This is an optimization exercise on Yosys and OpenROAD, whose aim is small area, not a production implementation.
Function was checked by simulation only, so behaviour that the tests miss may differ from the original.
Power is estimated from default activity; no workload was simulated.

==> build 28: inputs <==
## mc6809i
module mc6809i
#(
    parameter ILLEGAL_INSTRUCTIONS="GHOST"
)
(
    input   [7:0]  D,
    output  [7:0]  DOut,
    output  [15:0] ADDR,
    output  RnW,
    input   CLK_ROOT,
    input   CE_E_FALL,
    input   CE_Q_FALL,
    output  BS,
    output  BA,
    input   nIRQ,
    input   nFIRQ,
    input   nNMI,
    output  AVMA,
    output  BUSY,
    output  LIC,
    input   nHALT,
    input   nRESET,
    input   nDMABREQ,
    output  [111:0] RegData
);
Settings: LEC_CHECK=0, ABC_AREA=1, CAP_MARGIN=20, CORE_MARGIN=2, CORE_UTILIZATION=40, SLEW_MARGIN=20; clock period 10.0 ns.
run.sh (not shown) runs the stock make flow with config.mk's settings and CLKGATE_MAP_FILE= SYNTH_SCRIPT=/design/flow/synth_recipe.tcl, a recipe that flattens the netlist after the stock synthesis.
==> trial 8: changes against build 28 <==
--- a/flow/design.v
+++ b/flow/design.v
@@ -36,16 +36,16 @@
 reg     [15:0]  tmp;
 reg     [15:0]  ea;
 reg     [7:0]   Inst1;
 reg     [7:0]   Inst2;
 reg             InstPage2;
 reg             InstPage3;
 reg     [5:0]   CpuState;
-reg     [1:0]   NextState;       
-reg     [2:0]   IntType;         
+wire    [1:0]   NextState = tmp[12:11];      
+wire    [2:0]   IntType   = tmp[10:8];       
 reg             PcPending;       
 reg     NMIMask;
 reg     NMILatched;
 reg     NMISample;
 reg     NMISample2;
 reg     IRQLatched;
 reg     IRQSample;
@@ -183,21 +183,23 @@
 localparam TYPE_EXTENDED   =  3'd5;
 localparam TYPE_INVALID    =  3'd7;
 reg [2:0] AddrModeType;
 always @(*)
 begin
     casez (Inst1)
     8'b0000????: AddrModeType = TYPE_DIRECT;
-    8'b0001????:
-        casez (lo)
-        4'b0010, 4'b0011, 4'b1001, 4'b1101: AddrModeType = TYPE_INHERENT;
-        4'b0110, 4'b0111:                   AddrModeType = TYPE_RELATIVE;
-        4'b1010, 4'b1100, 4'b1110, 4'b1111: AddrModeType = TYPE_IMMEDIATE;
-        default:                            AddrModeType = TYPE_INVALID;
-        endcase
+    8'b0001????:     
+        if ((lo == 4'h2) || (lo == 4'h3) || (lo == 4'h9) || (lo == 4'hD))
+            AddrModeType = TYPE_INHERENT;
+        else if ((lo == 4'h6) || (lo == 4'h7))
+            AddrModeType = TYPE_RELATIVE;
+        else if ((lo == 4'hA) || (lo == 4'hC) || (lo == 4'hE) || (lo == 4'hF))
+            AddrModeType = TYPE_IMMEDIATE;
+        else
+            AddrModeType = TYPE_INVALID;
     8'b0010????: AddrModeType = TYPE_RELATIVE;
     8'b0011????:
         casez (lo)
         4'b00??:                            AddrModeType = TYPE_INDEXED;
         4'b01??:                            AddrModeType = TYPE_IMMEDIATE;
         4'b1001, 4'b101?, 4'b1100, 4'b1101, 4'b1111: AddrModeType = TYPE_INHERENT;
         default:                            AddrModeType = TYPE_INVALID;
@@ -321,27 +323,16 @@
         endcase
     if (!((Inst1 == 8'h8D) || (Inst1 == 8'h17) || (Inst1 == 8'h16)) && lo[0])
         TakeBranch = ~TakeBranch;
 end
 wire [3:0] IndexedMode     = Inst2[7] ? Inst2[3:0] : 4'd7;
 wire       IndexedIndirect = Inst2[7] & Inst2[4];
 wire       IndexedPC       = Inst2[7] & (Inst2[3:1] == 3'b110);    
-reg  [3:0] idx_code;
-always @(*)
-begin
-    if (IndexedPC)
-        idx_code = 4'd5;
-    else
-        case (Inst2[6:5])
-            2'b00:   idx_code = 4'd1;
-            2'b01:   idx_code = 4'd2;
-            2'b10:   idx_code = 4'd3;
-            default: idx_code = 4'd4;
-        endcase
-end
+wire [3:0] idx_code = IndexedPC ? 4'd5 :
+                      {1'b0, Inst2[6] & Inst2[5], Inst2[6] ^ Inst2[5], ~Inst2[5]};
 function [16:0] radd16(input [15:0] p, input [15:0] q, input ci);
     integer i, k;
     reg [15:0] pp, gg;
     reg [3:0] bp, bg;
     reg [4:0] bc;
     reg c;
     begin
@@ -617,29 +608,31 @@
 localparam AU_INC2  = 2'd2;
 reg         rst_regs;        
 reg         pc_inc_we;       
 reg         pc_r16_we;       
 reg         pc_hi_d, pc_lo_d;
 reg         ea_r16_we, ea_xop_we, ea_dir_we, ea_hi_d, ea_lo_d;
 reg  [3:0]  wr16_code;       
+reg         wr16_step;       
 reg  [3:0]  wrhd_code;       
 reg  [3:0]  wrld_code;       
 reg         tfr_we;          
 reg  [3:0]  tdest;
 reg         tmp_r16;         
 reg  [1:0]  au_we;           
 reg         exg_scmp;        
-reg         a_alu, b_alu, a_sex, a_eight, b_shr, a_d, b_d, dp_d;
-reg         ea_mul_init, ea_mul_shift;
+reg         a_alu, b_alu, b_eight, a_shr, a_d, b_d, dp_d;
+reg         ea_mul_shift;
 reg         cc_alu8, cc_alu16, cc_d, cc_andd, cc_ord, cc_cwai, cc_mulf;
 reg  [1:0]  f16_mode;        
 reg         cc_set_e, cc_clr_e, cc_set_i, cc_set_f;
 reg  [15:0] tmp_nxt;
 reg  [1:0]  NextState_nxt;
 reg  [2:0]  IntType_nxt;
+reg         ns_we, it_we;
 reg         inst1_we, inst2_we;
 reg         InstPage2_nxt, InstPage3_nxt;
 wire        stk_u  = tmp[14];
 function [3:0] tcode(input [3:0] c);
     tcode = ((c[2:0] == 3'd6) | (c[2:0] == 3'd7) | (c[3] & c[2])) ? 4'd15 : c;
 endfunction
 wire        exg_swap_i  = (Inst2[7:4] == 4'd4) | (Inst2[3:0] == 4'd5);
@@ -669,35 +662,37 @@
     alu_op = ALU8Op;
     alu_asel = IsTargetRegA ? 2'd0 : 2'd1;
     alu_bsel = 2'd0;
     alu_daa = 1'b0;
     rst_regs = 1'b0;
     pc_inc_we = 1'b0; pc_r16_we = 1'b0; pc_hi_d = 1'b0; pc_lo_d = 1'b0;
     ea_r16_we = 1'b0; ea_xop_we = 1'b0; ea_dir_we = 1'b0; ea_hi_d = 1'b0; ea_lo_d = 1'b0;
-    wr16_code = 4'd15; wrhd_code = 4'd15; wrld_code = 4'd15;
+    wr16_code = 4'd15; wrhd_code = 4'd15; wrld_code = 4'd15; wr16_step = 1'b0;
     tfr_we = 1'b0; tdest = 4'd15; tmp_r16 = 1'b0; au_we = 2'd0; exg_scmp = 1'b0;
-    a_alu = 1'b0; b_alu = 1'b0; a_sex = 1'b0; a_eight = 1'b0; b_shr = 1'b0; a_d = 1'b0; b_d = 1'b0; dp_d = 1'b0;
-    ea_mul_init = 1'b0; ea_mul_shift = 1'b0;
+    a_alu = 1'b0; b_alu = 1'b0; b_eight = 1'b0; a_shr = 1'b0; a_d = 1'b0; b_d = 1'b0; dp_d = 1'b0;
+    ea_mul_shift = 1'b0;
     cc_alu8 = 1'b0; cc_alu16 = 1'b0; cc_d = 1'b0; cc_andd = 1'b0; cc_ord = 1'b0; cc_cwai = 1'b0; cc_mulf = 1'b0;
     f16_mode = 2'd2;
     cc_set_e = 1'b0; cc_clr_e = 1'b0; cc_set_i = 1'b0; cc_set_f = 1'b0;
     tmp_nxt = tmp;
     NextState_nxt = NextState;
     IntType_nxt = IntType;
+    ns_we = 1'b0;
+    it_we = 1'b0;
     inst1_we = 1'b0; inst2_we = 1'b0;
     InstPage2_nxt = InstPage2;
     InstPage3_nxt = InstPage3;
     case (CpuState)
     S_RESET:
     begin
         rst_regs = 1'b1;
         tfr_we = PcPending;
         tdest = 4'd5;
         xsel = Inst1[0] ? tcode(Inst2[7:4]) : tcode(exg_q_i);
-        IntType_nxt = INT_RST;
+        IntType_nxt = INT_RST; it_we = 1'b1;
         CpuState_nxt = S_VEC_HI;
     end
     S_FETCH_I1:
     begin
         addr_sel = AS_BASE; au_sel = AU_PC;
         if (~DMABREQLatched)
         begin
@@ -719,25 +714,25 @@
         else
         begin
             inst1_we = 1'b1;
             InstPage2_nxt = 1'b0;
             InstPage3_nxt = 1'b0;
             if (NMILatched == 1'b0)
             begin
-                IntType_nxt = INT_NMI;
+                IntType_nxt = INT_NMI; it_we = 1'b1;
                 CpuState_nxt = S_INT_START;
             end
             else if ((FIRQLatched == 1'b0) && (cc[CC_F_BIT] == 1'b0))
             begin
-                IntType_nxt = INT_FIRQ;
+                IntType_nxt = INT_FIRQ; it_we = 1'b1;
                 CpuState_nxt = S_INT_START;
             end
             else if ((IRQLatched == 1'b0) && (cc[CC_I_BIT] == 1'b0))
             begin
-                IntType_nxt = INT_IRQ;
+                IntType_nxt = INT_IRQ; it_we = 1'b1;
                 CpuState_nxt = S_INT_START;
             end
             else
             begin
                 pc_inc_we = 1'b1;
                 if (mapped_is10)
                 begin
@@ -815,42 +810,47 @@
                 begin
                     CpuState_nxt = S_SYNC;
                     rLIC = 1'b1;
                     rAVMA = 1'b0;
                 end
                 else if (Inst1 == 8'h3D)     
                 begin
-                    tmp_nxt = 16'h0000;
-                    ea_mul_init = 1'b1;
-                    a_eight = 1'b1;
+                    tmp_nxt = 16'h0000;      
+                    xsel = 4'd15;            
+                    ysel = Y_B;              
+                    ea_r16_we = 1'b1;        
+                    b_eight = 1'b1;
                     rAVMA = 1'b0;
                     CpuState_nxt = S_MUL_ACTION;
                 end
                 else if (Inst1 == 8'h39)     
                 begin
                     CpuState_nxt = S_RTS_HI;
                 end
                 else if (Inst1 == 8'h3B)     
                 begin
                     tmp_nxt = 16'h1001;
                     CpuState_nxt = S_PUL_ACTION;
-                    NextState_nxt = NS_FETCH;
                 end
                 else if (Inst1 == 8'h3F)     
                 begin
-                    IntType_nxt = InstPage2 ? INT_SWI2 : INT_SWI;
+                    IntType_nxt = InstPage2 ? INT_SWI2 : INT_SWI; it_we = 1'b1;
                     CpuState_nxt = S_INT_START;
                 end
                 else if (Inst1 == 8'h3C)     
-                begin
+                begin                        
+                    cc_andd = 1'b1;
+                    cc_set_e = 1'b1;
                     CpuState_nxt = S_CWAI;
                 end
                 else if (Inst1 == 8'h1D)     
                 begin
-                    a_sex = 1'b1;
+                    xsel = 4'd15;
+                    ysel = Y_SB;
+                    wr16_code = 4'd0;
                     rLIC = 1'b1;
                 end
                 else if (Inst1 == 8'h3A)     
                 begin
                     xsel = 4'd1;
                     ysel = Y_B;
                     wr16_code = 4'd1;
@@ -879,15 +879,15 @@
                         cc_ord = 1'b1;
                         CpuState_nxt = S_CC_DONTCARE;
                     end
                     else if (hi3)                
                     begin
                         tmp_nxt = {1'b0, Inst1[1], 6'b000000, D};
                         rAVMA = 1'b0;
-                        NextState_nxt = NS_FETCH;
+                        NextState_nxt = NS_FETCH; ns_we = 1'b1;
                         CpuState_nxt = S_PP_DC1;
                     end
                     else                         
                     begin
                         rAVMA = 1'b0;
                         CpuState_nxt = Inst1[0] ? S_TFR_DC1 : S_EXG_DC0;
                     end
@@ -1285,39 +1285,43 @@
             begin
                 ysel = Y_AB;
                 ea_r16_we = 1'b1;
                 CpuState_nxt = S_IDX_DOFF_DC1;
             end
             4'd0:            
             begin
+                wr16_step = 1'b1;
                 cin = 1'b1;
                 ea_xop_we = 1'b1;
                 wr16_code = idx_code;
                 rAVMA = 1'b0;
                 CpuState_nxt = S_IDX_16OFF_DC2;
             end
             4'd1:            
             begin
+                wr16_step = 1'b1;
                 ysel = Y_ONE;
                 cin = 1'b1;
                 ea_xop_we = 1'b1;
                 wr16_code = idx_code;
                 rAVMA = 1'b0;
                 CpuState_nxt = S_IDX_16OFF_DC0;
             end
             4'd2:            
             begin
+                wr16_step = 1'b1;
                 yinv = 1'b1;
                 ea_r16_we = 1'b1;
                 wr16_code = idx_code;
                 rAVMA = 1'b0;
                 CpuState_nxt = S_IDX_16OFF_DC2;
             end
             4'd3:            
             begin
+                wr16_step = 1'b1;
                 ysel = Y_ONE;
                 yinv = 1'b1;
                 ea_r16_we = 1'b1;
                 wr16_code = idx_code;
                 CpuState_nxt = S_IDX_16OFF_DC0;
             end
             4'd9, 4'd13:     
@@ -1421,24 +1425,24 @@
         ea_r16_we = 1'b1;
         rAVMA = 1'b0;
         CpuState_nxt = S_JMPCHK;
     end
     S_MUL_ACTION:
     begin
         rAVMA = 1'b0;
-        if (a != 8'h00)      
+        if (b != 8'h00)      
         begin
             xsel = 4'd6;
             ysel = Y_TMP;
-            tmp_r16 = b[0];
+            tmp_r16 = a[0];
             ea_mul_shift = 1'b1;
-            b_shr = 1'b1;
+            a_shr = 1'b1;
             alu_op = ALUOP_DEC;
-            alu_asel = 2'd0;
-            a_alu = 1'b1;
+            alu_asel = 2'd1;
+            b_alu = 1'b1;
         end
         else
         begin
             xsel = 4'd15;
             ysel = Y_TMP;
             wr16_code = 4'd0;
             cc_mulf = 1'b1;
@@ -1574,36 +1578,34 @@
         end
         else if (tmp[7])
         begin
             if (tmp[15]) wrld_code = 4'd5; else wrhd_code = 4'd5;
             tmp_nxt[15] = ~tmp[15];
             if (tmp[15]) tmp_nxt[7] = 1'b0;
         end
-        else
+        else                 
         begin
-            if (NextState == NS_FETCH)
-                rLIC = 1'b1;
-            else
-                rAVMA = 1'b0;
-            CpuState_nxt = ns_state;
+            rLIC = 1'b1;
+            CpuState_nxt = S_FETCH_I1;
         end
     end
     S_INT_START:
     begin
         addr_sel = AS_BASE; au_sel = AU_PC;
-        NextState_nxt = NS_IRQ;
+        NextState_nxt = NS_IRQ; ns_we = 1'b1;
         CpuState_nxt = S_PSHI;
+        tmp_nxt[15:13] = {2'b00, (IntType != INT_SWI) & (IntType != INT_SWI2)};
         if (IntType == INT_FIRQ)
         begin
-            tmp_nxt = 16'h2081;
+            tmp_nxt[7:0] = 8'h81;
             cc_clr_e = 1'b1;
         end
         else
         begin
-            tmp_nxt = ((IntType == INT_NMI) | (IntType == INT_IRQ)) ? 16'h20FF : 16'h00FF;
+            tmp_nxt[7:0] = 8'hFF;
             cc_set_e = 1'b1;
         end
         if (IntType == INT_NMI)
             rAVMA = 1'b0;
     end
     S_PSHI:
         CpuState_nxt = S_PSH_ACTION;
@@ -1671,50 +1673,51 @@
         rLIC = 1'b1;
         if (HALTSample2)
             CpuState_nxt = S_BUS_EXIT;
     end
     S_CWAI:
     begin
         addr_sel = AS_BASE; au_sel = AU_PC;
-        cc_cwai = 1'b1;
         tmp_nxt = 16'h00FF;
-        NextState_nxt = NS_CWAI;
+        NextState_nxt = NS_CWAI; ns_we = 1'b1;
         rAVMA = 1'b0;
         CpuState_nxt = S_PSHI;
     end
     S_CWAI_POST:
     begin
         rAVMA = 1'b0;
         if (NMILatched == 1'b0)
         begin
             rAVMA = 1'b1;
-            IntType_nxt = INT_NMI;
+            IntType_nxt = INT_NMI; it_we = 1'b1;
             cc_set_f = 1'b1;
             cc_set_i = 1'b1;
             CpuState_nxt = S_VEC_HI;
         end
         else if ((FIRQLatched == 1'b0) && (cc[CC_F_BIT] == 1'b0))
         begin
             rAVMA = 1'b1;
             cc_set_f = 1'b1;
             cc_set_i = 1'b1;
-            IntType_nxt = INT_FIRQ;
+            IntType_nxt = INT_FIRQ; it_we = 1'b1;
             CpuState_nxt = S_VEC_HI;
         end
         else if ((IRQLatched == 1'b0) && (cc[CC_I_BIT] == 1'b0))
         begin
             rAVMA = 1'b1;
             cc_set_i = 1'b1;
-            IntType_nxt = INT_IRQ;
+            IntType_nxt = INT_IRQ; it_we = 1'b1;
             CpuState_nxt = S_VEC_HI;
         end
     end
     default:
         CpuState_nxt = S_FETCH_I1;
     endcase
+    if (ns_we) tmp_nxt[12:11] = NextState_nxt;
+    if (it_we) tmp_nxt[10:8]  = IntType_nxt;
 end
 reg [15:0] au_base;
 always @(*)
 begin
     case (au_sel)
         AU_PC:   au_base = pc;
         AU_EA:   au_base = ea;
@@ -1723,28 +1726,37 @@
     endcase
 end
 reg [15:0] au_r;
 always @(*)
 begin : au_incdec
     integer i;
     reg c;
+    reg [15:0] t;
+    reg [3:0] bc;
     if (au_mode == AU_INC2)
     begin
         au_r[0] = au_base[0];
         c = 1'b1;
     end
     else
     begin
         au_r[0] = ~au_base[0];
         c = au_base[0] ^ au_mode[0];
     end
+    t = au_base ^ {16{au_mode[0]}};
+    bc[0] = c;
+    bc[1] = c & t[1] & t[2] & t[3];
+    bc[2] = bc[1] & t[4] & t[5] & t[6] & t[7];
+    bc[3] = bc[2] & t[8] & t[9] & t[10] & t[11];
     for (i = 1; i < 16; i = i + 1)
     begin
+        if (i == 4 || i == 8 || i == 12)
+            c = bc[i / 4];
         au_r[i] = au_base[i] ^ c;
-        c = c & (au_base[i] ^ au_mode[0]);
+        c = c & t[i];
     end
 end
 reg [15:0] addr_out;
 always @(*)
 begin
     case (addr_sel)
         AS_BASE:  addr_out = au_base;
@@ -1769,23 +1781,22 @@
 wire t_pc = tfr_we & (tdest == 4'd5);
 wire t_cc = tfr_we & (tdest == 4'd10);
 wire t_dp = tfr_we & (tdest == 4'd11);
 reg [7:0] a_n, b_n, dp_n, cc_n;
 always @(*)
 begin
     if (rst_regs)                       a_n = 8'h00;
-    else if (a_eight)                   a_n = 8'h08;
+    else if (a_shr)                     a_n = {1'b0, a[7:1]};
     else if (t_a)                       a_n = t_d ? r16[15:8] : r16[7:0];
     else if (wr16_code == 4'd0)         a_n = r16[15:8];
     else if (a_alu)                     a_n = r8;
-    else if (a_sex)                     a_n = {8{b[7]}};
     else if (a_d | (wrhd_code == 4'd0)) a_n = D;
     else                                a_n = a;
     if (rst_regs)                       b_n = 8'h00;
-    else if (b_shr)                     b_n = {1'b0, b[7:1]};
+    else if (b_eight)                   b_n = 8'h08;
     else if (t_b)                       b_n = r16[7:0];
     else if (wr16_code == 4'd0)         b_n = r16[7:0];
     else if (b_alu)                     b_n = r8;
     else if (b_d | (wrld_code == 4'd0)) b_n = D;
     else                                b_n = b;
     if (rst_regs)                       dp_n = 8'h00;
     else if (t_dp)                      dp_n = r16[7:0];
@@ -1805,15 +1816,14 @@
             if (f16_mode == 2'd0) cc_n[CC_C_BIT] = ~c16;
             if (f16_mode == 2'd1) cc_n[CC_C_BIT] = c16;
         end
     end
     else if (cc_d)                      cc_n = D;
     else if (cc_andd)                   cc_n = cc & D;
     else if (cc_ord)                    cc_n = cc | D;
-    else if (cc_cwai)                   cc_n = {1'b1, cc[6:0] & Inst2[6:0]};
     else if (cc_mulf)
     begin
         cc_n[CC_Z_BIT] = z16;
         cc_n[CC_C_BIT] = tmp[7];
     end
     if (cc_set_e) cc_n[CC_E_BIT] = 1'b1;
     if (cc_clr_e) cc_n[CC_E_BIT] = 1'b0;
@@ -1852,26 +1862,27 @@
 begin
     ea_n = ea;
     if (ea_r16_we)         ea_n = r16;
     else if (ea_xop_we)    ea_n = xop;
     else if (ea_dir_we)    ea_n = {dp, D};
     else if (ea_hi_d)      ea_n[15:8] = D;
     else if (ea_lo_d)      ea_n[7:0] = D;
-    else if (ea_mul_init)  ea_n = {8'h00, a};
     else if (ea_mul_shift) ea_n = {ea[14:0], 1'b0};
 end
 wire [15:0] tmp_n = tmp_r16 ? r16 : tmp_nxt;
 wire tfrexg_pc_d = IsSpecialImmediate & hi1 & Inst1[2] & Inst1[1] &
                    ((D[3:0] == 4'd5) | (~Inst1[0] & (D[7:4] == 4'd5)));
 wire PcPending_nxt = (CpuState == S_FETCH_I2) ? tfrexg_pc_d :
                      ((CpuState == S_RESET) | (CpuState == S_TFR_DC1) | (CpuState == S_EXG_DC1)) ? 1'b0 :
                      PcPending;
-wire s_r16 = t_s | (wr16_code == 4'd4) | exg_scmp;
+wire s_r16 = t_s | ((wr16_code == 4'd4) & ~wr16_step) | exg_scmp;
+wire [15:0] s_load = xop | yop;
 wire s_deferred = (CpuState == S_TFR_DC1) | (CpuState == S_EXG_DC0);
-wire s_changes = (s_r16 & (r16 != s)) |
+wire s_changes = (s_r16 & (s_load != s)) |
+                 ((wr16_code == 4'd4) & wr16_step) |
                  au_we[1] |
                  ((wrhd_code == 4'd4) & (D != s[15:8])) |
                  ((wrld_code == 4'd4) & (D != s[7:0]));
 always @(posedge CLK_ROOT)
 begin
     if (CE_Q_FALL) begin
         NMISample <= nNMI;
@@ -1897,15 +1908,14 @@
         HALTSample2 <= HALTSample;
         HALTLatched <= HALTSample2;
         DMABREQSample2 <= DMABREQSample;
         DMABREQLatched <= DMABREQSample2;
         if (rnRESET == 1'b1)
         begin
             CpuState <= CpuState_nxt;
-            NextState <= NextState_nxt;
             a <= a_n;
             b <= b_n;
             x <= x_n[15:0];
             y <= y_n[15:0];
             s <= s_n[15:0];
             u <= u_n[15:0];
             cc <= cc_n;
@@ -1913,15 +1923,14 @@
             pc <= pc_n;
             tmp <= tmp_n;
             ea <= ea_n;
             if (inst1_we) Inst1 <= MappedInstruction;
             if (inst2_we) Inst2 <= D;
             InstPage2 <= InstPage2_nxt;
             InstPage3 <= InstPage3_nxt;
-            IntType <= IntType_nxt;
             PcPending <= PcPending_nxt;
             if (s_changes && (CpuState != S_RESET))
                 NMIMask <= 1'b0;
         end
         else
         begin
             CpuState <= S_RESET;
==> flow/flow/run.sh (new file) <==
#!/bin/bash
set -euo pipefail
WORK=$(cd "$(dirname "$0")/.." && pwd)
rm -rf "$WORK/orfs_scripts"
cp -r "$FLOW_HOME/scripts" "$WORK/orfs_scripts"
cp "$WORK/flow/abc_area.script" "$WORK/orfs_scripts/abc_area.script"
bash "$WORK/standard.sh" SCRIPTS_DIR="$WORK/orfs_scripts" finish > "$WORK/standard.log" 2>&1
==> flow/flow/abc_area.script (new file) <==
strash
&get -n
&deepsyn -T 120
&put
dch -f
amap -m
topo
==> flow/standard.sh (new file) <==
#!/bin/bash
# synth_recipe.tcl (not shown) runs the flow's synth.tcl, then flattens the netlist and writes it again
# the make line also repeats each setting of config.mk as NAME=value (left out here)
make -C /OpenROAD-flow-scripts/flow DESIGN_CONFIG=/design/flow/config.mk WORK_HOME=/design/flow/orfs CLKGATE_MAP_FILE= SYNTH_SCRIPT=/design/flow/synth_recipe.tcl "${@:-finish}"
GPL_TIMING_DRIVEN = 0   (was default)
SETUP_SLACK_MARGIN = 0.7   (was default)
removed: flow/run.sh
==> run summary <==
metric                                               build 28      trial 8
Worst reg-to-reg setup slack                          0.62 ns      0.46 ns
Number of vias per cell                                  6.67         7.51
R2R depth                                                  40           38
Highest cell delay on the worst timing path           0.61 ns      0.56 ns
Run status                   no timing/DRC/antenna violations  no timing/DRC/antenna violations
Cell-internal power                                   3.08 mW      2.58 mW
Area of combinational cells with multiple inputs   14300 um^2   11800 um^2
Overall routing resource usage                          47.6%        50.6%
HPWL reported at the end of detailed placement      112000 um     91800 um
Final Instance Area                                25900 um^2   22600 um^2
Power density over the cells                      331 nW/um^2  265 nW/um^2
Seq cells                                                 194          186
DR vias                                                 29500        24900

-- static timing again, ports no longer ideal --
How much do the figures lean on ideal ports? The routed layouts below were timed once more, with nothing changed but the port constraints. Step 1 assumes that a clkbuf_16 drives the clock port and a buf_2 every other input. Step 2 moves the port delays by t, midway between the first and last clock arrival at a register: inputs arrive t later, outputs are due t later. That takes back most of the time a late clock gives input paths. a / b / c = ideal ports / drivers / drivers and shift; a / b = the first two.
| run | shift t [ns] | setup WS [ns] | worst setup path at the end | latest minus earliest clock arrival (ns) |
|---|---|---|---|---|
| build 28 | 0.591 | 0.622 / 0.622 / 0.622 | register to register | 0.026 / 0.025 |
| trial 8 | 0.577 | 0.462 / 0.462 / 0.178 | input to register | 0.021 / 0.022 |
After both steps every run listed still meets setup and hold. The setup slack of trial 8, which loses most, moves by 0.000 ns with the drivers and by -0.284 ns with both steps.
